Context: an optimization exercise on an open-source flow, tuned for small area. The choices shown serve that exercise and are no tape-out recipe. In this exercise RTL edits were held to simulation tests only and were not proved equivalent to the original. Power is estimated from default activity; no workload was simulated.

===== flow/config.mk =====
export PLATFORM = sky130hd
export DESIGN_NAME = uc_8bits
export DESIGN_NICKNAME = uc_8bits
export VERILOG_FILES = /design/flow/design.v
export SDC_FILE = /design/flow/constraint.sdc
export NUM_CORES = 4
export LEC_CHECK = 0
export ABC_AREA = 1
export CAP_MARGIN = 20
export CORE_MARGIN = 2
export CORE_UTILIZATION = 40
export SLEW_MARGIN = 20

===== flow/constraint.sdc =====
create_clock -name core_clock -period 10.0 [get_ports {clk}]
set_input_delay 2.0000 -clock core_clock [delete_from_list [all_inputs] [get_ports {clk}]]
set_output_delay 2.0000 -clock core_clock [all_outputs]
set_load 0.01 [all_outputs]

===== flow/design.v =====
module alu (
    input  wire [7:0] a,
    input  wire [7:0] b,
    input  wire [2:0] op,
    output reg  [7:0] result,
    output wire       equal_out,
    output wire       carry_out
);
    wire       sub = (op == 3'd1);
    wire [8:0] sum = {1'b0, a} + {1'b0, sub ? ~b : b} + {8'd0, sub};
    wire       big = |b[7:3];
    wire [7:0] shl = big ? 8'd0 : (a << b[2:0]);
    wire [7:0] shr = big ? 8'd0 : (a >> b[2:0]);
    assign equal_out = (op == 3'd5) & (a == b);
    assign carry_out = (op == 3'd0) & sum[8];
    always @(*) begin
        case (op)
            3'd0, 3'd1: result = sum[7:0];
            3'd2:       result = a & b;
            3'd3:       result = a | b;
            3'd4:       result = ~a;
            3'd6:       result = shl;
            3'd7:       result = shr;
            default:    result = 8'd0;
        endcase
    end
endmodule
module sram_64x8 (
    input  wire       clk,
    input  wire       arst_n,
    input  wire       wr_req,     
    input  wire [5:0] addr,       
    input  wire [7:0] wdata,      
    output wire [7:0] rdata
);
    reg  [5:0] tau;
    reg        swept;
    reg        wr_late;
    reg  [7:0] wbuf;              
    reg  [7:0] ring_e [0:31];     
    reg  [7:0] ring_o [0:31];     
    wire [5:0] pos = addr + tau;           
    wire       now = wr_req & ~pos[0];     
    wire       wr  = now | wr_late;
    wire [4:0] port = pos[5:1];            
    wire [7:0] wd  = swept ? (wr_late ? wbuf : wdata) : 8'd0;
    assign rdata = pos[0] ? ring_o[pos[5:1]] : ring_e[pos[5:1]];
    always @(posedge clk or negedge arst_n) begin
        if (!arst_n) begin
            tau     <= 6'd0;
            swept   <= 1'b0;
            wr_late <= 1'b0;
        end else begin
            tau     <= tau + 6'd1;
            swept   <= 1'b1;
            wr_late <= wr_req & pos[0];
        end
    end
    integer q;
    always @(posedge clk) begin
        wbuf <= wdata;
        ring_e[0] <= ring_o[31];
        for (q = 1; q < 32; q = q + 1)
            ring_e[q] <= ring_o[q-1];
    end
    always @(posedge clk or negedge arst_n) begin
        if (!arst_n) begin
            for (q = 0; q < 32; q = q + 1)
                ring_o[q] <= 8'd0;
        end else begin
            for (q = 0; q < 32; q = q + 1)
                ring_o[q] <= ((wr & (port == q)) | ~swept) ? wd : ring_e[q];
        end
    end
endmodule
module uc_8bits (
    input  wire        clk,
    input  wire        clk_valid,
    input  wire        arst_n,
    input  wire [7:0]  in,
    input  wire [15:0] flash_data,
    output wire [7:0]  out0, out1,
    output wire [11:0] pc_out,
    output wire        bootstrapping,
    output wire        cu_state,
    output wire        equal_flag, carry_flag,
    output wire        out_select
);
    reg        state;
    reg [11:0] pc;
    reg [3:0]  op;           
    reg [3:0]  rd;           
    reg [7:0]  ab;           
    reg [7:0]  a_q;          
    reg [1:0]  fl_src;       
    reg [1:0]  fl;           
    reg [7:0]  out_gpio;
    reg        out_sel;
    reg [7:0]  regs [0:15];
    wire [3:0] f_op = flash_data[15:12];
    wire [3:0] ra   = ab[7:4];
    wire [3:0] rb   = ab[3:0];
    wire [3:0] rp_addr = state ? rb : flash_data[7:4];
    wire [7:0] rp = regs[rp_addr];
    wire [7:0] rq = regs[rd];
    wire [7:0] alu_y;
    wire       alu_eq, alu_c;
    alu ALU (.a(a_q), .b(rp), .op(op[2:0]), .result(alu_y),
             .equal_out(alu_eq), .carry_out(alu_c));
    wire       ex_v = clk_valid & state;
    reg        st_prev;      
    wire [7:0] sram_q;
    sram_64x8 SRAM (.clk(clk), .arst_n(arst_n),
                    .wr_req(ex_v & ((op == 4'd2) | st_prev)),
                    .addr({ra[1:0], rb}), .wdata(rq), .rdata(sram_q));
    wire        taken = (op == 4'd3) | ((op == 4'd4) & fl[1]) | ((op == 4'd5) & fl[0]);
    wire [11:0] pc_d  = taken ? {rd, ab} : pc + 12'd1;
    wire [7:0]  in_val = (pc_d[11:9] == 3'd0) ? flash_data[7:0] : in;
    always @(posedge clk or negedge arst_n) begin
        if (!arst_n) begin
            state <= 1'b0;
            pc    <= 12'd0;
            op    <= 4'd0;
            st_prev <= 1'b0;
        end else if (clk_valid) begin
            state <= ~state;
            if (!state) begin
                pc <= pc_d;
                op <= f_op;
                st_prev <= (op == 4'd2);
            end
        end
    end
    always @(posedge clk) begin
        if (clk_valid & ~state) begin
            rd <= flash_data[11:8];
            ab <= flash_data[7:0];
        end
        if (!state)
            a_q <= (f_op == 4'd6) ? in_val : rp;
    end
    always @(posedge clk or negedge arst_n) begin
        if (!arst_n) begin
            fl_src   <= 2'b00;
            fl       <= 2'b00;
            out_gpio <= 8'd0;
            out_sel  <= 1'b0;
        end else if (clk_valid) begin
            if (state) begin
                fl_src <= {alu_eq, alu_c};
                if (op == 4'd7) begin
                    out_gpio <= rq;
                    out_sel  <= rb[0];
                end
            end else begin
                fl <= fl_src;
            end
        end
    end
    wire       rf_we = ex_v & (op[3] | (op == 4'd1) | (op == 4'd6));
    wire [7:0] rf_wd = op[3] ? alu_y : (op[1] ? a_q : sram_q);
    integer i;
    always @(posedge clk or negedge arst_n) begin
        if (!arst_n) begin
            for (i = 0; i < 16; i = i + 1)
                regs[i] <= 8'd0;
        end else if (rf_we) begin
            regs[rd] <= rf_wd;
        end
    end
    assign pc_out        = pc;
    assign bootstrapping = (pc[11:9] == 3'd0);
    assign cu_state      = state;
    assign equal_flag    = fl[1];
    assign carry_flag    = fl[0];
    assign out_select    = out_sel;
    assign out0          = out_sel ? 8'd0 : out_gpio;
    assign out1          = out_sel ? out_gpio : 8'd0;
endmodule

===== flow/run.sh =====
#!/bin/bash
# synth_recipe.tcl (not shown) runs the flow's synth.tcl, then flattens the netlist and writes it again
# the make line also repeats each setting of config.mk as NAME=value (left out here)
make -C /OpenROAD-flow-scripts/flow DESIGN_CONFIG=/design/flow/config.mk WORK_HOME=/design/flow/orfs CLKGATE_MAP_FILE= SYNTH_SCRIPT=/design/flow/synth_recipe.tcl finish

==> summary.txt, run 1 <==
Run status
The run finished with no timing, DRC or antenna violations.

Detailed routing
The first routing iteration left 2516 violations. In the routed layout, each cell is associated on average with a via count of 5.195. The vias after detailed routing is 26680. The total length of routed wires is 110200 um. In this run the remaining antenna-violating nets after routing total 0.

The count of unresolved DRC violations after routing is 0. The first TritonRoute pass finished after 5 iterations. The final routed wire length divided by cell count is 21.46 um.

Final layout
The net count of the finished layout is 4099. The area growth from synthesis to layout is 14.78%. Cells with a size suffix above 1 make up 6.553% of the layout. Cells fill 46.45% of the core in the end.

Critical path
The critical setup path kind is input port to register. In this design, the critical path's most frequently occurring cell is sky130_fd_sc_hd__nand2_1. The maximum single-stage delay on the critical path is 0.60 ns.

Tracing the worst setup path back leads to its startpoint at flash_data[6]. In this run the critical register-to-register path is launched from state. The worst setup path is captured at a register.

Data on the critical path arrives at its endpoint at 6.57 ns. Along the worst path, the maximum fanout reaches 16. At the worst endpoint, the required time is 10.58 ns.

The startpoint type of the worst setup path is an input port. For this design, the slowest cell found on the critical path is sky130_fd_sc_hd__clkdlybuf4s50_1.

Power and ir drop
The share of power burned in combinational logic is 16.9%. The net load switching power is 0.002670 W. Power spread over the standard cell area amounts to 235.8 mW/mm^2.

The leakage component of the power is 17.46 nW. The switching part of the total is 32.09%. The power share of the sequential group is 45.3%. The maximum ir drop on the vdd rail is 0.1473 mV. Of the total power, the clock network draws 37.7%. The internal portion of the total power is 0.005650 W.

Timing
The maximum clock frequency is 0.1669 GHz. The largest clock skew in the final design is 0.03449 ns. The worst pin sits at a relative slew slack of 25.73%. The final-report setup violation count is 0.

The post-route clock period utilization is 59.92%. The aggregate negative setup slack is 0 ns. Setup repair after global routing left no endpoint under its margin.

The number of slew-limit violations in the final report came to 0. For the pin with the worst max-slew slack, the measured transition is 1.111 ns. The final-report hold violation count is 0. The post-route minimum period is 5.992 ns.

Floorplan
The placeable core region is 0.07595 mm^2. The number of I/O pins is 60. The cell row count is 101. The initial utilization of the core area, before any placement, comes to 40.47%.

The die covers 0.07907 mm^2. The die span in x is 281.2 um. The die is 281.2 um tall.

Clocking
The post-cts hold buffer count is 0. In this run, CTS created clock tree buffers numbering 79. After clock tree synthesis, the repair step resized 0 gates. The number of H-tree levels is 3.

After clock tree synthesis, the clock-pin slew on the worst setup and hold paths is 0.06 ns. The clock tree from TritonCTS is yes. The clock insertion delay at the later pin of the skew report is 0.65 ns. The clock sink total is 707.

The longest clock path from root to sink contains 3 buffers. The post-CTS setup-driven buffer insertion count is 0. The tree is rooted in a sky130_fd_sc_hd__clkbuf_16.

Global route
The pin count of the biggest net entering global routing is 140. For this run the aggregate overflow at the end of global routing stands at 0. Global routing used 28.03% of the available tracks. The via count of the first global-routing pass is 25210. The number of antenna violations at the first check in global routing is 2. The first global-routing pass estimated 165000 um of wire.

Place
Routability-driven placement finished with a final weighted congestion of 1.020. The number of buffers inserted by port buffering is 59. The total half-perimeter wirelength after legalization and detailed placement is 79770 um.

Yosys
Counting flops with a built-in enable in the synthesized netlist gives 20. The post-synthesis cell type count is 52. The largest total area in the synthesized netlist belongs to sky130_fd_sc_hd__dfrtp_1. The most common cell in the netlist is sky130_fd_sc_hd__nand2_1. Summing the sequential cell areas from Yosys gives 53.59% of the chip area. After technology mapping, the gate count stands at 3979.

After synthesis the netlist holds a flip-flop and latch count of 707. The post-synth design cell area is 0.03073 mm^2. A synthesized cell averages 7.724 um^2. The post-synthesis async set-or-reset flop share is 59.83%.

During synthesis, Yosys emitted a total of 6 warnings. Among all flip-flop cells after synthesis, the most frequent one is sky130_fd_sc_hd__dfrtp_1. The number of nets handed over by synthesis was 4040. Summed over its instances, the top area cell type makes up 34.44% of the synthesized netlist area. Yosys attributes the largest share of cell area to sky130_fd_sc_hd__dfrtp_1 (34%), sky130_fd_sc_hd__nand2_1 (22%), sky130_fd_sc_hd__dfxtp_1 (17%), sky130_fd_sc_hd__o21ai_0 (4.7%), sky130_fd_sc_hd__nor2_1 (4.2%).

By count the netlist is led by sky130_fd_sc_hd__nand2_1 (1774), sky130_fd_sc_hd__dfrtp_1 (423), sky130_fd_sc_hd__nor2_1 (342).

Worst hold path
The startpoint identified for the worst hold timing path is SRAM.ring_o[30][0]. In this run the worst hold path is classified as register to register.

Flow run
The number of violations of the max-capacitance limit is 0.
## per-layer routing
layer  share of wire, %  global-route usage [%]  wire length (um)  vias to the layer above
li1                   -                       -                 -                    12730
met1                 45                   39.84             49490                    12710
met2                 45                   43.74             49320                     1054
met3                6.6                   4.065              7326                      190
met4                3.7                   9.393              4076                        0
met5                  0                       0                 0                        -
## path summary, 6_finish.rpt
kind	endpoint	slack, ns	cells after the start
max	regs[3][6]	4.01	31
min	SRAM.ring_e[31][0]	0.34	0
max reg2reg	regs[3][6]	4.96	30
min reg2reg	SRAM.ring_e[31][0]	0.34	0
max in group asynchronous	regs[3][3]	7.17	2
min in group asynchronous	SRAM.ring_o[18][4]	1.42	1
## through the flow
step	setup slack [ns]	hold slack, ns	total power (W)	instance area [um^2]	cells
2_1_floorplan	5.093	0.3392	0.004512	30730	3979
3_3_place_gp	3.481	0.3489	0.005187	32360	4986
3_5_place_dp	3.441	0.3514	0.005199	32400	4987
4_1_cts	4.092	0.3497	0.008343	35240	5135
5_1_grt	3.535	0.3645	0.008680	35270	5135
6_report	4.008	0.3408	0.008319	35280	5136
## power groups by stage
stage          clock network (W)  registers [W]  logic, W
6_report                 0.00314        0.00377   0.00141
5_1_grt                  0.00330        0.00382   0.00156
4_1_cts                  0.00318        0.00376   0.00140
3_5_place_dp                   0        0.00380   0.00139
3_3_place_gp                   0        0.00381   0.00138
2_1_floorplan                  0        0.00363  0.000887
## cell type report
| class | count | area [um^2] |
|---|---|---|
| Fill cell | 7493 | 40670 |
| Sequential cell | 707 | 16470 |
| Multi-Input combinational cell | 2922 | 12840 |
| Clock buffer | 116 | 2318 |
| Tap cell | 1030 | 1289 |
| Timing Repair Buffer | 107 | 1001 |
| Inverter | 221 | 829.5 |
| Clock inverter | 32 | 524.3 |
| Antenna cell | 1 | 2.502 |
## cell usage in the layout (no fill, tap or decap), types with 4 or more instances in the layout
cell,count
sky130_fd_sc_hd__inv_1,210
sky130_fd_sc_hd__or4_1,6
sky130_fd_sc_hd__a21oi_1,51
sky130_fd_sc_hd__nand4_1,16
sky130_fd_sc_hd__nor2_1,340
sky130_fd_sc_hd__nor2_2,36
sky130_fd_sc_hd__clkinv_1,7
sky130_fd_sc_hd__ha_1,32
sky130_fd_sc_hd__dfxtp_1,264
sky130_fd_sc_hd__nor3_1,7
sky130_fd_sc_hd__inv_2,4
sky130_fd_sc_hd__nand3b_1,8
sky130_fd_sc_hd__clkbuf_8,16
sky130_fd_sc_hd__clkinv_2,13
sky130_fd_sc_hd__o211ai_1,11
sky130_fd_sc_hd__a21oi_2,14
sky130_fd_sc_hd__o21ai_0,289
sky130_fd_sc_hd__nand3_1,164
sky130_fd_sc_hd__a22o_1,22
sky130_fd_sc_hd__clkbuf_16,81
sky130_fd_sc_hd__dfrtp_1,423
sky130_fd_sc_hd__a31oi_1,6
sky130_fd_sc_hd__xor2_1,15
sky130_fd_sc_hd__edfxtp_1,20
sky130_fd_sc_hd__nand2_2,18
sky130_fd_sc_hd__o22ai_1,17
sky130_fd_sc_hd__or2_2,4
sky130_fd_sc_hd__nand2_1,1773
sky130_fd_sc_hd__clkdlybuf4s50_1,58
sky130_fd_sc_hd__o21ai_1,41
sky130_fd_sc_hd__bufinv_16,10
sky130_fd_sc_hd__clkbuf_1,19
sky130_fd_sc_hd__a221oi_1,14
sky130_fd_sc_hd__buf_4,45
## flip-flops by register name (all words and copies together), names as in the netlist
register      count
SRAM.ring_e     256
SRAM.ring_o     256
SRAM.wr_late      1
SRAM.swept        1
fl_src            2
pc               12
ab                8
state             1
SRAM.tau          6
op                4
rd                4
out_gpio          8
SRAM.wbuf         8
out_sel           1
a_q               8
fl                2
regs            128
st_prev           1
## worst max-delay path: cells and delay by family
family | cells | cell delay, ns
fa+ha+maj | 1 | 0.35
compound gates | 2 | 0.22
buf+inv | 3 | 0.73
simple gates | 24 | 2.99
xor+xnor | 1 | 0.27
## logic make-up (layout without fill, tap and decap cells)
kind of cell | count (synthesis) | in the layout | synth area share (%)
AO/OA/AOI/OAI | 480 | 480 | 8.602
adder cells (fa/ha/maj) | 34 | 34 | 1.433
XOR/XNOR | 19 | 19 | 0.5659
buffers and inverters | 350 | 476 | 4.914
multiplexers | 1 | 1 | 0.03257
other | 1 | 2 | 0.01220
AND/OR/NAND/NOR | 2387 | 2387 | 30.85
flip-flops | 707 | 707 | 53.59
==> inputs of run 2 (changes only) <==
--- a/flow/config.mk
+++ b/flow/config.mk
@@ -6,7 +6,8 @@
 export NUM_CORES = 4
 export LEC_CHECK = 0
 export ABC_AREA = 1
-export CAP_MARGIN = 20
+export CAP_MARGIN = 10
 export CORE_MARGIN = 2
-export CORE_UTILIZATION = 40
-export SLEW_MARGIN = 20
+export CORE_UTILIZATION = 55
+export CTS_BUF_LIST = sky130_fd_sc_hd__clkbuf_4
+export SLEW_MARGIN = 10
==> run 2 against run 1 <==
Against the previous run: cell count fell by 1.9%; die area fell by 27%; wire length rose by 1.6%; critical path type unchanged; largest cell class unchanged.
==> summary.txt, run 2 <==
Global route
The wire length of the first global-routing pass is 167300 um (was 165000 um). The total congestion overflow is 0 (unchanged). The number of antenna violations at the first check in global routing is 2 (unchanged). The total routing resource utilization after global routing was 39.26% (was 28.03%). The via count of the first global-routing pass is 27420 (was 25210). The pin count of the biggest net entering global routing was 157 (was 140).

Clocking
The clock root buffer master was sky130_fd_sc_hd__clkbuf_4 (was sky130_fd_sc_hd__clkbuf_16). The maximum clock insertion buffer count is 3 (unchanged). The clock insertion delay at the later pin of the skew report is 1.04 ns (was 0.65 ns). The clock sink total is 707 (unchanged). The number of buffers created by CTS is 179 (was 79). The post-CTS setup-driven buffer insertion count is 0 (unchanged). The number of H-tree levels is 4 (was 3). The post-cts hold buffer count is 0 (unchanged). The clock tree from TritonCTS is yes (unchanged). The number of instances resized during post-cts repair is 0 (unchanged). The clock transition at the registers of the reported paths was 0.07 ns (was 0.06 ns).

Floorplan
The placeable core region is 0.05520 mm^2 (was 0.07595 mm^2). The initial standard-cell utilization of the core is 55.68% (was 40.47%). The cell row count is 86 (was 101).

The number of I/O pins came to 60 (unchanged). The die span in x is 240.4 um (was 281.2 um). The height of the die is 240.4 um (was 281.2 um). The overall die area is 0.05778 mm^2 (was 0.07907 mm^2).

Timing
Setup repair after global routing missed its margin: no (unchanged). The post-route clock period utilization was 59.31% (was 59.92%). The aggregate negative setup slack came to 0 ns (unchanged). The headroom to the max-slew limit is 15.48% (was 25.73%). The maximum clock frequency is 0.1686 GHz (was 0.1669 GHz). The final-report hold violation count is 0 (unchanged). The number of slew-limit violations in the final report was 0 (unchanged). The measured slew at the worst slew-check pin was 1.268 ns (was 1.111 ns). The largest clock skew in the final design came to 0.09278 ns (was 0.03449 ns). The final-report setup violation count is 0 (unchanged). The final-layout worst hold slack was 0.3026 ns (was 0.3408 ns). The post-route minimum period is 5.931 ns (was 5.992 ns).

Place
The total half-perimeter wirelength after legalization and detailed placement is 80770 um (was 79770 um). The routability congestion estimate is 0.9975 (was 1.020). The number of buffers inserted by port buffering came to 59 (unchanged).

Detailed routing
The number of iterations in the first detailed-routing pass was 6 (was 5). The final routed wire length divided by cell count came to 22.23 um (was 21.46 um). The number of violations reported at the end of detailed-routing iteration 0 was 2959 (was 2516). The mean number of vias per cell is 5.639 (was 5.195). The count of unresolved DRC violations after routing is 0 (unchanged). The total length of routed wires is 112000 um (was 110200 um). The number of antenna-violating nets in the routed design is 0 (unchanged). The vias after detailed routing is 28400 (was 26680).

Yosys
The share of synthesized area spent on multiplexers is 0.03257% (unchanged). The cell type contributing the most total cell area after synthesis is sky130_fd_sc_hd__dfrtp_1 (unchanged). The xor and xnor fraction of the mapped netlist area is 0.5659% (unchanged). The number of enable-type register cells in the synthesized netlist is 20 (unchanged). The most common cell in the netlist is sky130_fd_sc_hd__nand2_1 (unchanged).

The top cell type's share of synthesized area is 34.44% (unchanged). The post-synthesis share of cell area spent on and, or, nand and nor gates is 30.85% (unchanged). The adder-cell area share of the yosys netlist is 1.433% (unchanged). The share of synthesized area occupied by flip-flops and latches is 53.59% (unchanged). The net count after synthesis came to 4040 (unchanged). The per-instance average area after synthesis is 7.724 um^2 (unchanged). The synthesized instance count is 3979 (unchanged). The most used flip-flop cell after synthesis is sky130_fd_sc_hd__dfrtp_1 (unchanged). The synthesis-stage register bit count came to 707 (unchanged). Synth top cells by count: sky130_fd_sc_hd__nand2_1 (1774), sky130_fd_sc_hd__dfrtp_1 (423), sky130_fd_sc_hd__nor2_1 (342) (unchanged). The post-synth design cell area is 0.03073 mm^2 (unchanged). The area fraction in compound gates after synthesis is 8.602% (unchanged). The combinational family with the most area after synthesis is simple AND/OR/NAND/NOR gates (unchanged). The count of synthesis-stage warnings from yosys is 6 (unchanged). Top post-synthesis cells by area: sky130_fd_sc_hd__dfrtp_1 (34%), sky130_fd_sc_hd__nand2_1 (22%), sky130_fd_sc_hd__dfxtp_1 (17%), sky130_fd_sc_hd__o21ai_0 (4.7%), sky130_fd_sc_hd__nor2_1 (4.2%) (unchanged). The post-synthesis cell type count was 52 (unchanged).

The post-synthesis async set-or-reset flop share is 59.83% (unchanged).

Final layout
The share of post-route cells with drive strength above 1 came to 10.02% (was 6.553%). The final net count is 4190 (was 4099). The commonest non-fill, non-tap cell in the layout was sky130_fd_sc_hd__nand2_1 (unchanged). The layout filler cell count is 4905 (was 7493).

Commonest non-fill, non-tap cells in the layout: sky130_fd_sc_hd__nand2_1 (1773), sky130_fd_sc_hd__dfrtp_1 (423), sky130_fd_sc_hd__nor2_1 (340), sky130_fd_sc_hd__o21ai_0 (289), sky130_fd_sc_hd__clkbuf_4 (282) (was sky130_fd_sc_hd__nand2_1 (1773), sky130_fd_sc_hd__dfrtp_1 (423), sky130_fd_sc_hd__nor2_1 (340), sky130_fd_sc_hd__o21ai_0 (289), sky130_fd_sc_hd__dfxtp_1 (264)). Top Registers: SRAM.ring_e x256, SRAM.ring_o x256, regs x128 (unchanged). The synthesis-to-finish area growth is 12.03% (was 14.78%).

Critical path
The most repeated library cell on the critical path is sky130_fd_sc_hd__nand2_1 (unchanged). The critical path endpoint category is a register (unchanged). The startpoint type of the worst setup path is an input port (unchanged). The largest fanout of any net on the critical path is 16 (unchanged). The worst endpoint data arrival time was 6.87 ns (was 6.57 ns).

The highest-delay cell along the critical path is sky130_fd_sc_hd__clkdlybuf4s50_1 (unchanged). The maximum single-stage delay on the critical path came to 0.64 ns (was 0.60 ns). The critical setup path kind is input port to register (unchanged). The worst path required time is 10.94 ns (was 10.58 ns).

Power and ir drop
The power per standard cell area is 226.9 mW/mm^2 (was 235.8 mW/mm^2). The maximum ir drop on the vdd rail was 0.1428 mV (was 0.1473 mV). The leakage component of the power was 17.47 nW (was 17.46 nW).

Run status
Outcome: timing/DRC/antenna clean (unchanged).

Worst hold path
The kind of path behind the tightest hold check is register to register (unchanged).

Flow run
The number of violations of the max-capacitance limit is 0 (unchanged).
[run 2: final cells by class]
| type | instances | area (um^2) | share of cell area (%) |
|---|---|---|---|
| clock inverters | 51 | 321.6 | 0.9340 |
| multi-input cells | 2922 | 12830 | 37.27 |
| inverters | 221 | 829.5 | 2.409 |
| flip-flops and latches | 707 | 16470 | 47.84 |
| repair buffers | 98 | 904.6 | 2.627 |
| clock buffers | 282 | 2117 | 6.149 |
| well taps | 748 | 935.9 | 2.718 |
| diodes | 7 | 17.52 | 0.05088 |
[run 2: metal layers]
metal	global-route usage [%]	wire, um	up-vias
met4	24.60	7480	0
met5	0	0	-
met3	7.635	9101	296
met1	50.64	44560	13560
li1	-	-	13020
met2	60.99	50820	1512
[run 2: kinds of logic (layout without fill, tap and decap cells)]
| group | count (synthesis) | after routing |
|---|---|---|
| AOI/OAI and AO/OA | 480 | 480 |
| xor gates and xnor gates | 19 | 19 |
| adders and majority gates | 34 | 34 |
| buffers and inverters | 350 | 652 |
| DFF | 707 | 707 |
| muxes | 1 | 1 |
| other | 1 | 8 |
| and+or+nand+nor | 2387 | 2387 |
[run 2: metrics by stage]
step	util, %	instances	area (um^2)	setup WS (ns)	total power (W)
6_report	62.37	5036	34430	4.069	0.007811
5_1_grt	62.37	5035	34430	3.735	0.008157
4_1_cts	62.27	5029	34370	4.237	0.007786
3_5_place_dp	57.85	4696	31930	3.212	0.005210
3_3_place_gp	57.82	4695	31910	3.253	0.005176
2_1_floorplan	-	3979	30730	5.093	0.004512
[run 2: report_power, final]
group          total [W]  internal (W)  switching, W  leakage, nW
Combinational    0.00144      0.000410       0.00103         7.92
Sequential       0.00377       0.00334      0.000429         8.10
Clock            0.00260       0.00135       0.00125         1.45
Total            0.00781       0.00510       0.00271         17.5
[run 2: path summary, 6_finish.rpt]
check                                    from                 end  slack, ns  cells after the start
min in group asynchronous              arst_n  SRAM.ring_o[22][4]       1.00                      1
max in group asynchronous              arst_n   SRAM.ring_o[4][0]       6.88                      3
min reg2reg                SRAM.ring_o[28][5]  SRAM.ring_e[29][5]       0.30                      0
max reg2reg                             state         regs[10][6]       4.81                     30
min                        SRAM.ring_o[28][5]  SRAM.ring_e[29][5]       0.30                      0
max                             flash_data[5]         regs[10][6]       4.07                     31
[run 2: critical path, delay by kind of cell]
family                   cells  cell delay, ns
AND/OR/NAND/NOR             24            3.23
XOR/XNOR                     1            0.27
buffers and inverters        3            0.76
AO/OA/AOI/OAI                2            0.25
adder cells (fa/ha/maj)      1            0.35
==> inputs of run 3 (changes only) <==
--- a/flow/design.v
+++ b/flow/design.v
@@ -36,14 +36,13 @@
     reg  [5:0] tau;
     reg        swept;
     reg        wr_late;
-    reg  [7:0] wbuf;              
     reg  [7:0] ring_e [0:31];     
     reg  [7:0] ring_o [0:31];     
     wire [5:0] pos = addr + tau;           
     wire       now = wr_req & ~pos[0];     
     wire       wr  = now | wr_late;
     wire [4:0] port = pos[5:1];            
-    wire [7:0] wd  = swept ? (wr_late ? wbuf : wdata) : 8'd0;
+    wire [7:0] wd  = swept ? wdata : 8'd0;
     assign rdata = pos[0] ? ring_o[pos[5:1]] : ring_e[pos[5:1]];
     always @(posedge clk or negedge arst_n) begin
         if (!arst_n) begin
@@ -58,7 +57,6 @@
     end
     integer q;
     always @(posedge clk) begin
-        wbuf <= wdata;
         ring_e[0] <= ring_o[31];
         for (q = 1; q < 32; q = q + 1)
             ring_e[q] <= ring_o[q-1];
@@ -100,19 +98,23 @@
     wire [3:0] f_op = flash_data[15:12];
     wire [3:0] ra   = ab[7:4];
     wire [3:0] rb   = ab[3:0];
-    wire [3:0] rp_addr = state ? rb : flash_data[7:4];
+    wire       f_rd_d  = (f_op == 4'd2) | (f_op == 4'd7);
+    wire       ex_st   = (op == 4'd2);
+    wire [3:0] rp_addr = state ? (ex_st ? flash_data[11:8] : rb)
+                               : (f_rd_d ? flash_data[11:8] : flash_data[7:4]);
     wire [7:0] rp = regs[rp_addr];
-    wire [7:0] rq = regs[rd];
     wire [7:0] alu_y;
     wire       alu_eq, alu_c;
     alu ALU (.a(a_q), .b(rp), .op(op[2:0]), .result(alu_y),
              .equal_out(alu_eq), .carry_out(alu_c));
     wire       ex_v = clk_valid & state;
     reg        st_prev;      
+    reg  [7:0] st_next;      
     wire [7:0] sram_q;
     sram_64x8 SRAM (.clk(clk), .arst_n(arst_n),
-                    .wr_req(ex_v & ((op == 4'd2) | st_prev)),
-                    .addr({ra[1:0], rb}), .wdata(rq), .rdata(sram_q));
+                    .wr_req(ex_v & (ex_st | st_prev)),
+                    .addr({ra[1:0], rb}), .wdata(ex_st ? a_q : st_next),
+                    .rdata(sram_q));
     wire        taken = (op == 4'd3) | ((op == 4'd4) & fl[1]) | ((op == 4'd5) & fl[0]);
     wire [11:0] pc_d  = taken ? {rd, ab} : pc + 12'd1;
     wire [7:0]  in_val = (pc_d[11:9] == 3'd0) ? flash_data[7:0] : in;
@@ -138,6 +140,8 @@
         end
         if (!state)
             a_q <= (f_op == 4'd6) ? in_val : rp;
+        if (state & ex_st)
+            st_next <= rp;
     end
     always @(posedge clk or negedge arst_n) begin
         if (!arst_n) begin
@@ -149,7 +153,7 @@
             if (state) begin
                 fl_src <= {alu_eq, alu_c};
                 if (op == 4'd7) begin
-                    out_gpio <= rq;
+                    out_gpio <= a_q;
                     out_sel  <= rb[0];
                 end
             end else begin
==> run 3 against run 2 <==
Against the previous run: still clean; global-route usage grew 3.8 points; utilization grew 0.40 points; clock-buffer cell count shrank 1; final area shrank 1.5%; combinational power grew 27%; non-clock buffer count grew 7; sequential power is essentially flat; via count shrank 0.23%; first-iteration DRC count grew 8.2%; sequential cell count is the same.
==> summary.txt, run 3 <==
Timing
The final-report hold violation count is 0 (unchanged). The aggregate negative setup slack was 0 ns (unchanged). The number of slew-limit violations in the final report is 0 (unchanged).

The largest clock skew in the final design came to 0.06869 ns (was 0.09278 ns). Setup repair after global routing missed its margin: no (unchanged). The measured slew at the worst slew-check pin is 1.333 ns (was 1.268 ns). The final-report setup violation count is 0 (unchanged). The maximum clock frequency is 0.1713 GHz (was 0.1686 GHz).

The post-route clock period utilization is 58.37% (was 59.31%). The post-route minimum period came to 5.837 ns (was 5.931 ns). The minimum setup slack in the final design is 4.163 ns (was 4.069 ns).

The headroom to the max-slew limit came to 11.16% (was 15.48%).

Detailed routing
The final routed wire length divided by cell count is 24.94 um (was 22.23 um). The mean number of vias per cell was 5.841 (was 5.639). The number of antenna-violating nets in the routed design is 0 (unchanged). The vias after detailed routing is 28330 (was 28400). The number of violations reported at the end of detailed-routing iteration 0 is 3203 (was 2959). The total length of routed wires is 121000 um (was 112000 um). The count of unresolved DRC violations after routing was 0 (unchanged). The number of iterations in the first detailed-routing pass is 6 (unchanged).

Run status
Outcome: timing/DRC/antenna clean (unchanged).

Power and ir drop
The power share of the clock group came to 31.8% (was 33.3%). The switching part of the total is 36.24% (was 34.70%). The power per standard cell area was 241.2 mW/mm^2 (was 226.9 mW/mm^2). The share of power burned in combinational logic is 22.4% (was 18.5%). The leakage component of the power was 16.98 nW (was 17.47 nW). The net load switching power is 0.002964 W (was 0.002710 W). The maximum ir drop on the vdd rail is 0.1914 mV (was 0.1428 mV).

The power share of the sequential group came to 45.8% (was 48.3%). The internal power is 0.005215 W (was 0.005101 W).

Clocking
The clock insertion delay at the later pin of the skew report is 1.10 ns (was 1.04 ns). The clock transition at the registers of the reported paths is 0.07 ns (about the same). The number of H-tree levels is 4 (unchanged). The number of buffers created by CTS was 178 (was 179). The post-cts hold buffer count is 0 (unchanged).

The clock root buffer master was sky130_fd_sc_hd__clkbuf_4 (unchanged). The post-CTS setup-driven buffer insertion count is 0 (unchanged). The number of instances resized during post-cts repair is 0 (unchanged).

The clock tree from TritonCTS is yes (unchanged). The clock sink total is 707 (unchanged). The maximum clock insertion buffer count is 3 (unchanged).

Global route
The via count of the first global-routing pass is 27740 (was 27420). The pin count of the biggest net entering global routing is 151 (was 157). The total congestion overflow was 0 (unchanged). The number of antenna violations at the first check in global routing is 9 (was 2).

The wire length of the first global-routing pass is 176600 um (was 167300 um). The total routing resource utilization after global routing is 43.09% (was 39.26%).

Final layout
The end-of-flow core utilization is 62.77% (was 62.37%). The area of the multi-input gates is 0.01217 mm^2 (was 0.01283 mm^2). The final net count is 4053 (was 4190). The synthesis-to-finish area growth is 12.33% (was 12.03%). The commonest non-fill, non-tap cell in the layout was sky130_fd_sc_hd__nand2_1 (unchanged). The final cell count without fillers was 4850 (was 5036). Commonest non-fill, non-tap cells in the layout: sky130_fd_sc_hd__nand2_1 (1673), sky130_fd_sc_hd__dfrtp_1 (423), sky130_fd_sc_hd__o21ai_0 (335), sky130_fd_sc_hd__nor2_1 (297), sky130_fd_sc_hd__clkbuf_4 (281) (was sky130_fd_sc_hd__nand2_1 (1773), sky130_fd_sc_hd__dfrtp_1 (423), sky130_fd_sc_hd__nor2_1 (340), sky130_fd_sc_hd__o21ai_0 (289), sky130_fd_sc_hd__clkbuf_4 (282)).

The summed area of non-filler cells in the final layout came to 0.03391 mm^2 (was 0.03443 mm^2). The flip-flop and latch area is 0.01655 mm^2 (was 0.01647 mm^2). Top Registers: SRAM.ring_e x256, SRAM.ring_o x256, regs x128 (unchanged). The share of post-route cells with drive strength above 1 is 11.11% (was 10.02%).

The layout filler cell count is 4783 (was 4905).

Place
The placement-stage worst setup slack is 3.213 ns (was 3.212 ns). The number of buffers inserted by port buffering was 59 (unchanged). The placed standard-cell area is 0.03147 mm^2 (was 0.03193 mm^2). The total half-perimeter wirelength after legalization and detailed placement is 84090 um (was 80770 um). The cell count after placement came to 4507 (was 4696). The routability congestion estimate was 1.069 (was 0.9975).

Floorplan
The height of the die is 238.3 um (was 240.4 um). The number of I/O pins was 60 (unchanged). The overall die area came to 0.05678 mm^2 (was 0.05778 mm^2).

The die span in x is 238.3 um (was 240.4 um). The cell row count came to 85 (was 86). The initial standard-cell utilization of the core was 55.88% (was 55.68%).

The placeable core region is 0.05403 mm^2 (was 0.05520 mm^2).

Critical path
The minimum setup slack among reg-to-reg paths is 4.30 ns (was 4.81 ns). The startpoint type of the worst setup path is an input port (unchanged). The worst path required time is 11.01 ns (was 10.94 ns).

The maximum single-stage delay on the critical path is 0.50 ns (was 0.64 ns). The worst endpoint data arrival time is 6.85 ns (was 6.87 ns). The largest fanout of any net on the critical path came to 16 (unchanged).

The critical setup path kind is input port to register (unchanged). The depth of the most critical reg-to-reg path is 31 (was 30). The critical path endpoint category is a register (unchanged). The reg-to-reg critical path endpoint is regs[11][6] (was regs[10][6]).

The startpoint of the lowest-slack register-to-register path is op[1] (was state). The most repeated library cell on the critical path is sky130_fd_sc_hd__nand2_1 (unchanged). The highest-delay cell along the critical path was sky130_fd_sc_hd__clkdlybuf4s50_1 (unchanged).

Worst hold path
The kind of path behind the tightest hold check is register to register (unchanged). The worst min-delay path endpoint is SRAM.ring_e[3][7] (was SRAM.ring_e[29][5]). The cell depth of the worst hold path is 0 (unchanged). The worst hold path startpoint is SRAM.ring_o[2][7] (was SRAM.ring_o[28][5]).

Yosys
The top cell type's share of synthesized area is 35.06% (was 34.44%). Top post-synthesis cells by area: sky130_fd_sc_hd__dfrtp_1 (35%), sky130_fd_sc_hd__nand2_1 (21%), sky130_fd_sc_hd__dfxtp_1 (17%), sky130_fd_sc_hd__o21ai_0 (5.6%), sky130_fd_sc_hd__nor2_1 (3.7%) (was sky130_fd_sc_hd__dfrtp_1 (34%), sky130_fd_sc_hd__nand2_1 (22%), sky130_fd_sc_hd__dfxtp_1 (17%), sky130_fd_sc_hd__o21ai_0 (4.7%), sky130_fd_sc_hd__nor2_1 (4.2%)). The share of synthesized area occupied by flip-flops and latches is 54.83% (was 53.59%). The number of enable-type register cells in the synthesized netlist is 28 (was 20). The net count after synthesis is 3883 (was 4040). The post-synthesis async set-or-reset flop share is 59.83% (unchanged). The count of synthesis-stage warnings from yosys is 6 (unchanged). The synthesis-stage register bit count is 707 (unchanged). The synthesized instance count is 3822 (was 3979). The post-synthesis cell type count is 55 (was 52). The cell type contributing the most total cell area after synthesis is sky130_fd_sc_hd__dfrtp_1 (unchanged). The post-synth design cell area is 0.03019 mm^2 (was 0.03073 mm^2). The most common cell in the netlist is sky130_fd_sc_hd__nand2_1 (unchanged). Synth top cells by count: sky130_fd_sc_hd__nand2_1 (1673), sky130_fd_sc_hd__dfrtp_1 (423), sky130_fd_sc_hd__o21ai_0 (335) (was sky130_fd_sc_hd__nand2_1 (1774), sky130_fd_sc_hd__dfrtp_1 (423), sky130_fd_sc_hd__nor2_1 (342)). The per-instance average area after synthesis is 7.898 um^2 (was 7.724 um^2). The most used flip-flop cell after synthesis is sky130_fd_sc_hd__dfrtp_1 (unchanged).

Flow run
The number of violations of the max-capacitance limit was 0 (unchanged).
-- run 3: changes by cell type after synthesis, moves of 17 or more --
cell	delta
sky130_fd_sc_hd__nand2_1	-101
sky130_fd_sc_hd__o21ai_0	+46
sky130_fd_sc_hd__nand3_1	-44
sky130_fd_sc_hd__nor2_1	-43
sky130_fd_sc_hd__o21ai_1	-26
sky130_fd_sc_hd__a22o_1	-22
sky130_fd_sc_hd__inv_1	+22
sky130_fd_sc_hd__buf_4	-20
sky130_fd_sc_hd__nor3_1	+17
-- run 3: final cells by class --
| type | instances | area share (%) |
|---|---|---|
| flip-flops and latches | 707 | 48.81 |
| multi-input cells | 2749 | 35.90 |
| clock buffers | 281 | 6.221 |
| repair buffers | 105 | 2.811 |
| inverters | 251 | 2.778 |
| well taps | 696 | 2.568 |
| clock inverters | 49 | 0.8302 |
| diodes | 12 | 0.08855 |
-- run 3: cell families (layout without fill, tap and decap cells) --
group | count (synthesis) | count (layout) | synth area share (%)
buffers and inverters | 366 | 686 | 5.102
xor gates and xnor gates | 21 | 21 | 0.7585
and+or+nand+nor | 2226 | 2226 | 29.63
other | 1 | 13 | 0.01242
DFF | 707 | 707 | 54.83
muxes | 5 | 5 | 0.1865
AOI/OAI and AO/OA | 462 | 462 | 8.024
adders and majority gates | 34 | 34 | 1.459
-- run 3: worst max-delay path: cells and delay by family --
kind,cells,cell delay (ns)
compound gates,3,0.56
xor+xnor,1,0.20
buf+inv,3,0.64
fa+ha+maj,1,0.29
simple gates,24,3.10
-- run 3: worst max-delay path by stage --
stage,startpoint,to,slack [ns]
after floorplan,flash_data[13],regs[8][6],4.86
after global placement,flash_data[13],regs[6][6],3.31
after detailed placement,flash_data[13],regs[11][6],3.21
after CTS,flash_data[13],regs[11][6],4.29
after global routing,flash_data[14],regs[8][6],3.72
final,flash_data[13],regs[11][6],4.16
-- run 3: power groups by stage --
stage	sequential (W)	combinational, W	clock, W
final	0.00375	0.00183	0.00260
after global routing	0.00379	0.00199	0.00275
after CTS	0.00373	0.00178	0.00259
after detailed placement	0.00377	0.00178	0
after global placement	0.00377	0.00174	0
after floorplan	0.00362	0.00115	0
-- run 3: per-stage QoR --
stage | power (W) | hold slack [ns]
detailed placement | 0.005551 | 0.3514
global placement | 0.005512 | 0.3499
floorplan | 0.004769 | 0.3474
global route | 0.008525 | 0.3220
finish | 0.008179 | 0.3325
CTS | 0.008107 | 0.3139
-- run 3: layer usage --
layer | track usage [%] | routed length [um] | up-vias
li1 | - | - | 12480
met1 | 51.99 | 43420 | 13450
met2 | 67.24 | 54150 | 1888
met3 | 10.02 | 12820 | 502
met4 | 33.03 | 10540 | 6
met5 | 0 | 42 | -
==> inputs of run 4 (changes only) <==
==> flow/flow/run.sh (new file) <==
#!/bin/bash
# The standard layout (standard.sh), with two changes to what it builds:
# clock tree synthesis without dummy loads, and plain buf_1 port buffers.
set -euo pipefail
export CTS_ARGS="-sink_clustering_enable -repair_clock_nets -dont_use_dummy_load -buf_list sky130_fd_sc_hd__clkbuf_4"
export BUFFER_PORTS_ARGS="-buffer_cell sky130_fd_sc_hd__buf_1"
bash standard.sh > standard_flow.log 2>&1
==> flow/standard.sh (new file) <==
#!/bin/bash
# synth_recipe.tcl (not shown) runs the flow's synth.tcl, then flattens the netlist and writes it again
# the make line also repeats each setting of config.mk as NAME=value (left out here)
make -C /OpenROAD-flow-scripts/flow DESIGN_CONFIG=/design/flow/config.mk WORK_HOME=/design/flow/orfs CLKGATE_MAP_FILE= SYNTH_SCRIPT=/design/flow/synth_recipe.tcl "${@:-finish}"
removed: flow/run.sh
==> run 4 against run 3 <==
Against the previous run: still clean; cell count down 2.9%; wire length is 5.5% lower; combinational power is 5% lower; hold slack worse by 0.024 ns; synthesized cell count stayed put; sequential power is essentially flat; clock-buffer cell count shrank 101; setup slack improved by 0.43 ns; critical path type is now register to register.
==> summary.txt, run 4 <==
Run status
Outcome: timing/DRC/antenna clean (unchanged).

Yosys
The share of synthesized area occupied by flip-flops and latches came to 54.83% (unchanged). The adder-cell area share of the yosys netlist is 1.459% (unchanged). The post-synth design cell area is 0.03019 mm^2 (unchanged). The count of synthesis-stage warnings from yosys is 6 (unchanged). The post-synthesis share of cell area spent on and, or, nand and nor gates is 29.63% (unchanged). The most used flip-flop cell after synthesis is sky130_fd_sc_hd__dfrtp_1 (unchanged). The xor and xnor fraction of the mapped netlist area is 0.7585% (unchanged). The top cell type's share of synthesized area is 35.06% (unchanged). The post-synthesis async set-or-reset flop share is 59.83% (unchanged).

The net count after synthesis came to 3883 (unchanged). The synthesized instance count is 3822 (unchanged). The cell type contributing the most total cell area after synthesis is sky130_fd_sc_hd__dfrtp_1 (unchanged).

The per-instance average area after synthesis is 7.898 um^2 (unchanged). The area fraction in compound gates after synthesis was 8.024% (unchanged). The post-synthesis cell type count was 55 (unchanged).

The combinational family with the most area after synthesis is simple AND/OR/NAND/NOR gates (unchanged). The most common cell in the netlist is sky130_fd_sc_hd__nand2_1 (unchanged). Top post-synthesis cells by area: sky130_fd_sc_hd__dfrtp_1 (35%), sky130_fd_sc_hd__nand2_1 (21%), sky130_fd_sc_hd__dfxtp_1 (17%), sky130_fd_sc_hd__o21ai_0 (5.6%), sky130_fd_sc_hd__nor2_1 (3.7%) (unchanged). The synthesis-stage register bit count is 707 (unchanged). Synth top cells by count: sky130_fd_sc_hd__nand2_1 (1673), sky130_fd_sc_hd__dfrtp_1 (423), sky130_fd_sc_hd__o21ai_0 (335) (unchanged).

The share of synthesized area spent on multiplexers is 0.1865% (unchanged). The number of enable-type register cells in the synthesized netlist came to 28 (unchanged).

Final layout
Commonest non-fill, non-tap cells in the layout: sky130_fd_sc_hd__nand2_1 (1673), sky130_fd_sc_hd__dfrtp_1 (423), sky130_fd_sc_hd__o21ai_0 (335), sky130_fd_sc_hd__nor2_1 (298), sky130_fd_sc_hd__dfxtp_1 (256) (was sky130_fd_sc_hd__nand2_1 (1673), sky130_fd_sc_hd__dfrtp_1 (423), sky130_fd_sc_hd__o21ai_0 (335), sky130_fd_sc_hd__nor2_1 (297), sky130_fd_sc_hd__clkbuf_4 (281)). The synthesis-to-finish area growth is 7.838% (was 12.33%). The end-of-flow core utilization is 60.25% (was 62.77%). The flip-flop and latch area came to 0.01655 mm^2 (unchanged). The layout filler cell count is 5016 (was 4783). Top Registers: SRAM.ring_e x256, SRAM.ring_o x256, regs x128 (unchanged). The area of the multi-input gates came to 0.01216 mm^2 (was 0.01217 mm^2). The final net count came to 4066 (was 4053).

The share of post-route cells with drive strength above 1 is 8.818% (was 11.11%). The final cell count without fillers is 4708 (was 4850). The commonest non-fill, non-tap cell in the layout is sky130_fd_sc_hd__nand2_1 (unchanged).

Timing
The largest clock skew in the final design is 0.1266 ns (was 0.06869 ns). The maximum clock frequency was 0.1851 GHz (was 0.1713 GHz). Setup repair after global routing missed its margin: no (unchanged). The final-layout worst hold slack is 0.3089 ns (was 0.3325 ns).

The post-route clock period utilization is 54.03% (was 58.37%). The measured slew at the worst slew-check pin is 1.362 ns (was 1.333 ns). The post-route minimum period is 5.403 ns (was 5.837 ns). The final-report hold violation count is 0 (unchanged).

The headroom to the max-slew limit is 8.895% (was 11.16%). The aggregate negative setup slack is 0 ns (unchanged). The final-report setup violation count was 0 (unchanged). The number of slew-limit violations in the final report is 0 (unchanged).

Critical path
The critical path endpoint category is a register (unchanged). The startpoint of the lowest-slack register-to-register path is op[1] (unchanged). The cell type group with the largest total delay on the critical path is simple AND/OR/NAND/NOR gates (unchanged). The reg-to-reg critical path endpoint is regs[15][6] (was regs[11][6]). The most repeated library cell on the critical path was sky130_fd_sc_hd__nand2_1 (unchanged). The worst endpoint data arrival time was 6.37 ns (was 6.85 ns). The minimum setup slack among reg-to-reg paths is 4.60 ns (was 4.30 ns).

The buffering stage count on the worst path with inverters included came to 4 (was 3). The depth of the most critical reg-to-reg path was 33 (was 31). The worst path required time is 10.96 ns (was 11.01 ns). The startpoint type of the worst setup path is a register (was input port). The critical setup path kind is register to register (was input port to register). The beginning of the critical path is op[1] (was flash_data[13]). The highest-delay cell along the critical path is sky130_fd_sc_hd__dfrtp_1 (was sky130_fd_sc_hd__clkdlybuf4s50_1). The largest fanout of any net on the critical path is 20 (was 16). The maximum single-stage delay on the critical path is 0.86 ns (was 0.50 ns).

Global route
The pin count of the biggest net entering global routing is 76 (was 151). The met3 layer usage reported by global route was 10.59% (was 10.02%). The total congestion overflow is 0 (unchanged). The met2 demand-to-capacity share in global routing was 63.41% (was 67.24%). The routing usage on met1 is 50.00% (was 51.99%).

The wire length of the first global-routing pass is 169500 um (was 176600 um). The number of antenna violations at the first check in global routing is 5 (was 9). The most used routing layer in global routing was met2 (unchanged). The total routing resource utilization after global routing is 41.24% (was 43.09%). The via count of the first global-routing pass is 27080 (was 27740).

Power and ir drop
The maximum ir drop on the vdd rail is 0.1769 mV (was 0.1914 mV). The share of power burned in combinational logic was 23.5% (was 22.4%). The power per standard cell area is 225.4 mW/mm^2 (was 241.2 mW/mm^2). The power share of the clock group is 25.6% (was 31.8%). The internal power was 0.004655 W (was 0.005215 W).

The final total power is 0.007339 W (was 0.008179 W). The leakage component of the power was 16.29 nW (was 16.98 nW). The switching part of the total is 36.56% (was 36.24%).

The net load switching power is 0.002683 W (was 0.002964 W). The power share of the sequential group is 50.8% (was 45.8%).

Clocking
The number of instances resized during post-cts repair is 0 (unchanged). The clock sink total was 707 (unchanged). The clock insertion delay at the later pin of the skew report is 1.09 ns (was 1.10 ns). The clock transition at the registers of the reported paths is 0.06 ns (was 0.07 ns). The post-cts hold buffer count was 0 (unchanged). The post-CTS setup-driven buffer insertion count is 0 (unchanged).

The number of buffers created by CTS is 180 (was 178). The clock root buffer master is sky130_fd_sc_hd__clkbuf_4 (unchanged). The clock tree from TritonCTS is yes (unchanged). The number of H-tree levels was 4 (unchanged). The maximum clock insertion buffer count is 3 (unchanged).

Worst hold path
The worst hold path startpoint is SRAM.ring_o[7][0] (was SRAM.ring_o[2][7]). The cell depth of the worst hold path is 0 (unchanged). The kind of path behind the tightest hold check is register to register (unchanged). The worst min-delay path endpoint is SRAM.ring_e[8][0] (was SRAM.ring_e[3][7]).

Place
The cell count after placement is 4519 (was 4507). The routability congestion estimate came to 1.068 (was 1.069). The total half-perimeter wirelength after legalization and detailed placement came to 80170 um (was 84090 um). The number of buffers inserted by port buffering is 59 (unchanged).

Floorplan
The die span in x came to 238.3 um (unchanged). The initial standard-cell utilization of the core came to 55.88% (unchanged). The cell row count is 85 (unchanged). The overall die area came to 0.05678 mm^2 (unchanged). The height of the die is 238.3 um (unchanged). The number of I/O pins is 60 (unchanged).

The placeable core region was 0.05403 mm^2 (unchanged).

Detailed routing
The number of iterations in the first detailed-routing pass was 6 (unchanged). The total length of routed wires is 114400 um (was 121000 um). The count of unresolved DRC violations after routing is 0 (unchanged). The number of violations reported at the end of detailed-routing iteration 0 was 3010 (was 3203). The number of antenna-violating nets in the routed design came to 0 (unchanged).

The vias after detailed routing was 27290 (was 28330). The mean number of vias per cell is 5.797 (was 5.841). The final routed wire length divided by cell count is 24.29 um (was 24.94 um).

Flow run
The number of violations of the max-capacitance limit is 0 (unchanged).
==> run 4: worst max-delay path by stage <==
| stage | to | slack, ns | depth (start not counted) |
|---|---|---|---|
| after floorplan | regs[8][6] | 4.86 | 33 |
| after global placement | regs[11][6] | 3.77 | 32 |
| after detailed placement | regs[15][6] | 3.69 | 32 |
| after CTS | regs[15][6] | 4.60 | 33 |
| after global routing | regs[0][6] | 4.05 | 31 |
| final | regs[15][6] | 4.60 | 33 |
==> run 4: final cells by class <==
type | instances | share of cell area, %
multi-input combinational | 2749 | 37.36
sequential | 707 | 50.84
antenna | 9 | 0.06918
inverter | 251 | 2.894
timing repair buffer | 116 | 2.006
tap | 696 | 2.675
clock buffer | 180 | 4.151
==> run 4: cell families (layout without fill, tap and decap cells) <==
| logic type | Yosys count | count (layout) |
|---|---|---|
| simple gates | 2226 | 2226 |
| compound gates | 462 | 462 |
| flops | 707 | 707 |
| xor+xnor | 21 | 21 |
| fa+ha+maj | 34 | 34 |
| mux | 5 | 5 |
| other cells | 1 | 10 |
| buf+inv | 366 | 547 |
==> run 4: through the flow <==
stage | instance area [um^2] | worst slack [ns]
floorplan | 30190 | 4.859
global placement | 31180 | 3.774
detailed placement | 31180 | 3.688
CTS | 32530 | 4.599
global route | 32540 | 4.049
finish | 32550 | 4.597
==> run 4: power by group through the flow <==
stage                     combinational [W]  clock [W]  sequential (W)
after floorplan                     0.00115          0         0.00362
after CTS                           0.00169    0.00189         0.00372
after global placement              0.00166          0         0.00375
final                               0.00173    0.00188         0.00373
after detailed placement            0.00169          0         0.00376
after global routing                0.00191    0.00204         0.00377
==> run 4: per-layer routing <==
metal  part of all wire, %  wire, um
met1                    37     42700
met2                    44     50630
met3                    10     11480
met4                   8.3      9544
met5                 0.011        13
==> inputs of run 5 (changes only) <==
--- a/flow/design.v
+++ b/flow/design.v
@@ -28,13 +28,13 @@
 module sram_64x8 (
     input  wire       clk,
     input  wire       arst_n,
+    input  wire [5:0] tau,        
+    input  wire       swept,      
     input  wire       wr_req,     
     input  wire [5:0] addr,       
     input  wire [7:0] wdata,      
     output wire [7:0] rdata
 );
-    reg  [5:0] tau;
-    reg        swept;
     reg        wr_late;
     reg  [7:0] ring_e [0:31];     
     reg  [7:0] ring_o [0:31];     
@@ -46,12 +46,8 @@
     assign rdata = pos[0] ? ring_o[pos[5:1]] : ring_e[pos[5:1]];
     always @(posedge clk or negedge arst_n) begin
         if (!arst_n) begin
-            tau     <= 6'd0;
-            swept   <= 1'b0;
             wr_late <= 1'b0;
         end else begin
-            tau     <= tau + 6'd1;
-            swept   <= 1'b1;
             wr_late <= wr_req & pos[0];
         end
     end
@@ -94,7 +90,8 @@
     reg [1:0]  fl;           
     reg [7:0]  out_gpio;
     reg        out_sel;
-    reg [7:0]  regs [0:15];
+    reg [5:0]  tau;
+    reg        swept;        
     wire [3:0] f_op = flash_data[15:12];
     wire [3:0] ra   = ab[7:4];
     wire [3:0] rb   = ab[3:0];
@@ -102,7 +99,7 @@
     wire       ex_st   = (op == 4'd2);
     wire [3:0] rp_addr = state ? (ex_st ? flash_data[11:8] : rb)
                                : (f_rd_d ? flash_data[11:8] : flash_data[7:4]);
-    wire [7:0] rp = regs[rp_addr];
+    wire [7:0] rp;
     wire [7:0] alu_y;
     wire       alu_eq, alu_c;
     alu ALU (.a(a_q), .b(rp), .op(op[2:0]), .result(alu_y),
@@ -111,7 +108,7 @@
     reg        st_prev;      
     reg  [7:0] st_next;      
     wire [7:0] sram_q;
-    sram_64x8 SRAM (.clk(clk), .arst_n(arst_n),
+    sram_64x8 SRAM (.clk(clk), .arst_n(arst_n), .tau(tau), .swept(swept),
                     .wr_req(ex_v & (ex_st | st_prev)),
                     .addr({ra[1:0], rb}), .wdata(ex_st ? a_q : st_next),
                     .rdata(sram_q));
@@ -161,17 +158,20 @@
             end
         end
     end
+    always @(posedge clk or negedge arst_n) begin
+        if (!arst_n) begin
+            tau   <= 6'd0;
+            swept <= 1'b0;
+        end else begin
+            tau   <= tau + 6'd1;
+            swept <= 1'b1;
+        end
+    end
     wire       rf_we = ex_v & (op[3] | (op == 4'd1) | (op == 4'd6));
     wire [7:0] rf_wd = op[3] ? alu_y : (op[1] ? a_q : sram_q);
-    integer i;
-    always @(posedge clk or negedge arst_n) begin
-        if (!arst_n) begin
-            for (i = 0; i < 16; i = i + 1)
-                regs[i] <= 8'd0;
-        end else if (rf_we) begin
-            regs[rd] <= rf_wd;
-        end
-    end
+    regfile_ring RF (.clk(clk), .arst_n(arst_n), .tau(tau[3:0]), .swept(swept),
+                     .wr_req(rf_we), .waddr(rd), .wdata(rf_wd),
+                     .raddr(rp_addr), .rdata(rp));
     assign pc_out        = pc;
     assign bootstrapping = (pc[11:9] == 3'd0);
     assign cu_state      = state;
@@ -181,3 +181,47 @@
     assign out0          = out_sel ? 8'd0 : out_gpio;
     assign out1          = out_sel ? out_gpio : 8'd0;
 endmodule
+module regfile_ring (
+    input  wire       clk,
+    input  wire       arst_n,
+    input  wire [3:0] tau,
+    input  wire       swept,
+    input  wire       wr_req,
+    input  wire [3:0] waddr,      
+    input  wire [7:0] wdata,      
+    input  wire [3:0] raddr,
+    output wire [7:0] rdata
+);
+    reg        wr_late;
+    reg  [7:0] wbuf;
+    reg  [7:0] ring_e [0:7];
+    reg  [7:0] ring_o [0:7];
+    wire [3:0] wpos = waddr + tau;
+    wire       now  = wr_req & ~wpos[0];
+    wire       wr   = now | wr_late;
+    wire [2:0] port = wpos[3:1];
+    wire [7:0] wd   = swept ? (wr_late ? wbuf : wdata) : 8'd0;
+    wire [3:0] rpos = raddr + tau;
+    wire [7:0] ring_q = rpos[0] ? ring_o[rpos[3:1]] : ring_e[rpos[3:1]];
+    assign rdata = (wr_late & (raddr == waddr)) ? wbuf : (swept ? ring_q : 8'd0);
+    always @(posedge clk or negedge arst_n) begin
+        if (!arst_n) wr_late <= 1'b0;
+        else         wr_late <= wr_req & wpos[0];
+    end
+    integer q;
+    always @(posedge clk) begin
+        wbuf <= wdata;
+        ring_e[0] <= ring_o[7];
+        for (q = 1; q < 8; q = q + 1)
+            ring_e[q] <= ring_o[q-1];
+    end
+    always @(posedge clk or negedge arst_n) begin
+        if (!arst_n) begin
+            for (q = 0; q < 8; q = q + 1)
+                ring_o[q] <= 8'd0;
+        end else begin
+            for (q = 0; q < 8; q = q + 1)
+                ring_o[q] <= ((wr & (port == q)) | ~swept) ? wd : ring_e[q];
+        end
+    end
+endmodule
==> flow/run.sh (new file) <==
#!/bin/bash
# synth_recipe.tcl (not shown) runs the flow's synth.tcl, then flattens the netlist and writes it again
# the make line also repeats each setting of config.mk as NAME=value (left out here)
make -C /OpenROAD-flow-scripts/flow DESIGN_CONFIG=/design/flow/config.mk WORK_HOME=/design/flow/orfs CLKGATE_MAP_FILE= SYNTH_SCRIPT=/design/flow/synth_recipe.tcl finish
removed: flow/flow/run.sh
removed: flow/standard.sh
==> run 5 against run 4 <==
Against the previous run: still clean; setup slack lost 1.9 ns; clock power rose by 45%; utilization increased by 2.7 points; sequential cell count is 9 higher; wire length fell by 6.6%; sequential share of layout area fell by 1.1 points; synthesized cell count fell by 12%; first-iteration DRC count increased by 8.8%; register-to-register slack lost 1.6 ns; area after synthesis decreased by 3.7%; sequential power hardly changed; critical endpoint is now RF.ring_o[1][6]; highest routed layer is now met4.
==> summary.txt, run 5 <==
Timing
The post-route clock period utilization came to 73.51% (was 54.03%). The measured slew at the worst slew-check pin is 1.384 ns (was 1.362 ns). The largest clock skew in the final design is 0.06167 ns (was 0.1266 ns). The number of slew-limit violations in the final report is 0 (unchanged). The final-report setup violation count is 0 (unchanged). The aggregate negative setup slack came to 0 ns (unchanged). Setup repair after global routing missed its margin: no (unchanged). The post-route minimum period is 7.351 ns (was 5.403 ns). The final-report hold violation count is 0 (unchanged). The maximum clock frequency came to 0.1360 GHz (was 0.1851 GHz). The headroom to the max-slew limit was 7.750% (was 8.895%). The final-layout worst hold slack is 0.3291 ns (was 0.3089 ns).

Yosys
The net count after synthesis came to 3425 (was 3883). The most common cell in the netlist is sky130_fd_sc_hd__nand2_1 (unchanged). The cell type contributing the most total cell area after synthesis is sky130_fd_sc_hd__dfrtp_1 (unchanged). The most used flip-flop cell after synthesis is sky130_fd_sc_hd__dfrtp_1 (unchanged). The post-synth design cell area is 0.02906 mm^2 (was 0.03019 mm^2).

The share of synthesized area occupied by flip-flops and latches is 56.49% (was 54.83%). The top cell type's share of synthesized area is 31.00% (was 35.06%). Synth top cells by count: sky130_fd_sc_hd__nand2_1 (949), sky130_fd_sc_hd__dfrtp_1 (360), sky130_fd_sc_hd__o21ai_0 (339) (was sky130_fd_sc_hd__nand2_1 (1673), sky130_fd_sc_hd__dfrtp_1 (423), sky130_fd_sc_hd__o21ai_0 (335)). The synthesized instance count came to 3355 (was 3822). Top post-synthesis cells by area: sky130_fd_sc_hd__dfrtp_1 (31%), sky130_fd_sc_hd__dfxtp_1 (23%), sky130_fd_sc_hd__nand2_1 (12%), sky130_fd_sc_hd__o21ai_0 (5.8%), sky130_fd_sc_hd__nand3_1 (4.4%) (was sky130_fd_sc_hd__dfrtp_1 (35%), sky130_fd_sc_hd__nand2_1 (21%), sky130_fd_sc_hd__dfxtp_1 (17%), sky130_fd_sc_hd__o21ai_0 (5.6%), sky130_fd_sc_hd__nor2_1 (3.7%)). The synthesis-stage register bit count came to 716 (was 707). The post-synthesis cell type count is 57 (was 55).

The per-instance average area after synthesis is 8.662 um^2 (was 7.898 um^2). The post-synthesis async set-or-reset flop share was 50.28% (was 59.83%). The number of enable-type register cells in the synthesized netlist is 28 (unchanged).

The count of synthesis-stage warnings from yosys was 8 (was 6).

Floorplan
The overall die area was 0.05470 mm^2 (was 0.05678 mm^2). The cell row count is 84 (was 85). The initial standard-cell utilization of the core is 55.41% (was 55.88%). The die span in x is 233.9 um (was 238.3 um). The height of the die is 233.9 um (was 238.3 um). The placeable core region was 0.05245 mm^2 (was 0.05403 mm^2).

The number of I/O pins is 60 (unchanged).

Critical path
The highest-delay cell along the critical path was sky130_fd_sc_hd__nand2_1 (was sky130_fd_sc_hd__dfrtp_1). The critical path endpoint category is a register (unchanged). The worst path required time came to 10.87 ns (was 10.96 ns). The startpoint of the lowest-slack register-to-register path is op[1] (unchanged). The maximum single-stage delay on the critical path is 0.53 ns (was 0.86 ns). The startpoint type of the worst setup path is an input port (was register). The most repeated library cell on the critical path was sky130_fd_sc_hd__nand2_1 (unchanged). The minimum setup slack among reg-to-reg paths was 2.95 ns (was 4.60 ns).

The critical setup path kind is input port to register (was register to register). The depth of the most critical reg-to-reg path is 41 (was 33). The worst endpoint data arrival time was 8.22 ns (was 6.37 ns). The reg-to-reg critical path endpoint is RF.ring_o[1][6] (was regs[15][6]).

The largest fanout of any net on the critical path is 38 (was 20).

Detailed routing
The number of iterations in the first detailed-routing pass is 8 (was 6). The total length of routed wires is 106800 um (was 114400 um). The final routed wire length divided by cell count is 24.42 um (was 24.29 um). The vias after detailed routing is 25890 (was 27290).

The count of unresolved DRC violations after routing is 0 (unchanged). The number of antenna-violating nets in the routed design is 0 (unchanged). The mean number of vias per cell is 5.920 (was 5.797). The number of violations reported at the end of detailed-routing iteration 0 is 3274 (was 3010).

Place
The cell count after placement is 4028 (was 4519). The total half-perimeter wirelength after legalization and detailed placement is 71690 um (was 80170 um). The number of buffers inserted by port buffering is 59 (unchanged). The routability congestion estimate is 0.9778 (was 1.068).

Final layout
The layout filler cell count came to 4611 (was 5016). Commonest non-fill, non-tap cells in the layout: sky130_fd_sc_hd__nand2_1 (949), sky130_fd_sc_hd__dfrtp_1 (360), sky130_fd_sc_hd__o21ai_0 (339), sky130_fd_sc_hd__dfxtp_1 (328), sky130_fd_sc_hd__clkbuf_4 (293) (was sky130_fd_sc_hd__nand2_1 (1673), sky130_fd_sc_hd__dfrtp_1 (423), sky130_fd_sc_hd__o21ai_0 (335), sky130_fd_sc_hd__nor2_1 (298), sky130_fd_sc_hd__dfxtp_1 (256)). The synthesis-to-finish area growth is 13.57% (was 7.838%). The final net count came to 3597 (was 4066).

The commonest non-fill, non-tap cell in the layout is sky130_fd_sc_hd__nand2_1 (unchanged). The final cell count without fillers is 4374 (was 4708). The share of post-route cells with drive strength above 1 is 12.50% (was 8.818%). The end-of-flow core utilization is 62.94% (was 60.25%). Top Registers: SRAM.ring_e x256, SRAM.ring_o x256 (was SRAM.ring_e x256, SRAM.ring_o x256, regs x128).

Clocking
The post-cts hold buffer count is 0 (unchanged). The number of H-tree levels is 4 (unchanged). The post-CTS setup-driven buffer insertion count is 0 (unchanged). The clock transition at the registers of the reported paths came to 0.08 ns (was 0.06 ns).

The clock sink total is 716 (was 707). The clock tree from TritonCTS is yes (unchanged). The number of instances resized during post-cts repair is 0 (unchanged). The number of buffers created by CTS is 184 (was 180).

The clock root buffer master is sky130_fd_sc_hd__clkbuf_4 (unchanged). The clock insertion delay at the later pin of the skew report is 1.03 ns (was 1.09 ns). The maximum clock insertion buffer count came to 3 (unchanged).

Global route
The wire length of the first global-routing pass came to 157100 um (was 169500 um). The total routing resource utilization after global routing came to 39.41% (was 41.24%). The via count of the first global-routing pass came to 25260 (was 27080). The pin count of the biggest net entering global routing is 131 (was 76). The total congestion overflow is 0 (unchanged). The number of antenna violations at the first check in global routing came to 3 (was 5).

Power and ir drop
The power per standard cell area came to 246.6 mW/mm^2 (was 225.4 mW/mm^2). The maximum ir drop on the vdd rail is 0.1645 mV (was 0.1769 mV). The leakage component of the power is 15.42 nW (was 16.29 nW). The final total power was 0.008141 W (was 0.007339 W).

Worst hold path
The cell depth of the worst hold path came to 0 (unchanged). The kind of path behind the tightest hold check was register to register (unchanged). The worst hold path startpoint was RF.ring_o[0][6] (was SRAM.ring_o[7][0]).

The worst min-delay path endpoint is RF.ring_e[1][6] (was SRAM.ring_e[8][0]).

Flow run
The number of violations of the max-capacitance limit is 0 (unchanged).

Run status
Outcome: timing/DRC/antenna clean (unchanged).
## run 5: worst max path at each step
stage                               from              end  slack (ns)  depth (start not counted)
after floorplan           flash_data[13]  RF.ring_o[0][6]        3.62                         35
after global placement    flash_data[13]  RF.ring_o[5][6]        1.95                         39
after detailed placement  flash_data[12]  RF.ring_o[1][6]        1.85                         39
after CTS                 flash_data[12]  RF.ring_o[1][6]        2.88                         39
after global routing      flash_data[12]  RF.ring_o[6][6]        2.06                         40
final                     flash_data[12]  RF.ring_o[1][6]        2.65                         39
## run 5: stage by stage
| stage | worst slack (ns) | instance area (um^2) |
|---|---|---|
| 2_1_floorplan | 3.624 | 29060 |
| 3_3_place_gp | 1.948 | 30440 |
| 3_5_place_dp | 1.850 | 30440 |
| 4_1_cts | 2.883 | 32980 |
| 5_1_grt | 2.056 | 33000 |
| 6_report | 2.649 | 33010 |
## run 5: area by class of cell
cell class              instances  area (um^2)  area share (%)
diodes                          5        12.51         0.03791
clock inverters                47        331.6           1.005
flip-flops and latches        716        16420           49.73
clock buffers                 293         2200           6.664
well taps                     688        860.8           2.608
repair buffers                106        964.7           2.923
multi-input cells            2244        11180           33.88
inverters                     275         1040           3.150
## run 5: cells by family (layout without fill, tap and decap cells)
kind of cell             after synthesis  in the layout  synth area share, %
AO/OA/AOI/OAI                        596            596                11.94
XOR/XNOR                              27             27               0.8137
adder cells (fa/ha/maj)               43             43                1.955
buffers and inverters                395            721                5.407
flip-flops                           716            716                56.49
multiplexers                          10             10               0.3746
other                                  1              6              0.01290
AND/OR/NAND/NOR                     1567           1567                23.01
## run 5: per-layer routing
metal | vias up | GRT usage (%) | share of wire (%)
met5 | - | 0 | 0
met4 | 0 | 20.23 | 4.7
met3 | 324 | 10.75 | 11
met2 | 1634 | 58.18 | 43
met1 | 12410 | 53.31 | 41
li1 | 11520 | - | -
## run 5: critical path: cells and delay by family
kind / cells / cell delay [ns]
AND/OR/NAND/NOR: 28 / 3.73
XOR/XNOR: 1 / 0.19
AO/OA/AOI/OAI: 4 / 0.72
buffers and inverters: 4 / 0.88
adder cells (fa/ha/maj): 2 / 0.65
## run 5: power by group
group | internal (W) | leakage [nW] | switching (W) | total [W]
clock | 0.00146 | 1.52 | 0.00126 | 0.00272
sequential | 0.00340 | 7.67 | 0.000356 | 0.00375
combinational | 0.000511 | 6.23 | 0.00116 | 0.00167
total | 0.00537 | 15.4 | 0.00278 | 0.00814

==> port drivers added, routing unchanged <==
In the flow no input, the clock included, has a driving cell. The finished layouts below were timed again as built, in two steps.
Step 1 assumes that a clkbuf_16 drives the clock port and a buf_2 every other input.
Step 2 moves the port delays by t, midway between the first and last clock arrival at a register: inputs arrive t later, outputs are due t later. That takes back most of the time a late clock gives input paths.
a / b / c = no drivers / after step 1 / after step 2; a / b = the first two.
run | t (ns) | slack for setup (ns) | worst data-port slew with drivers (ns)
run 1 | 0.702 | 4.008 / 4.049 / 3.347 | 0.05
run 2 | 1.058 | 4.069 / 4.109 / 3.050 | 0.05
run 3 | 1.131 | 4.163 / 4.200 / 3.069 | 0.05
run 4 | 1.089 | 4.597 / 4.597 / 3.634 | 0.04
run 5 | 1.060 | 2.649 / 2.688 / 1.628 | 0.05
After both steps every run listed still meets setup and hold. For run 3, which loses most, drivers alone change the setup slack by +0.037 ns; drivers and shift together by -1.094 ns.
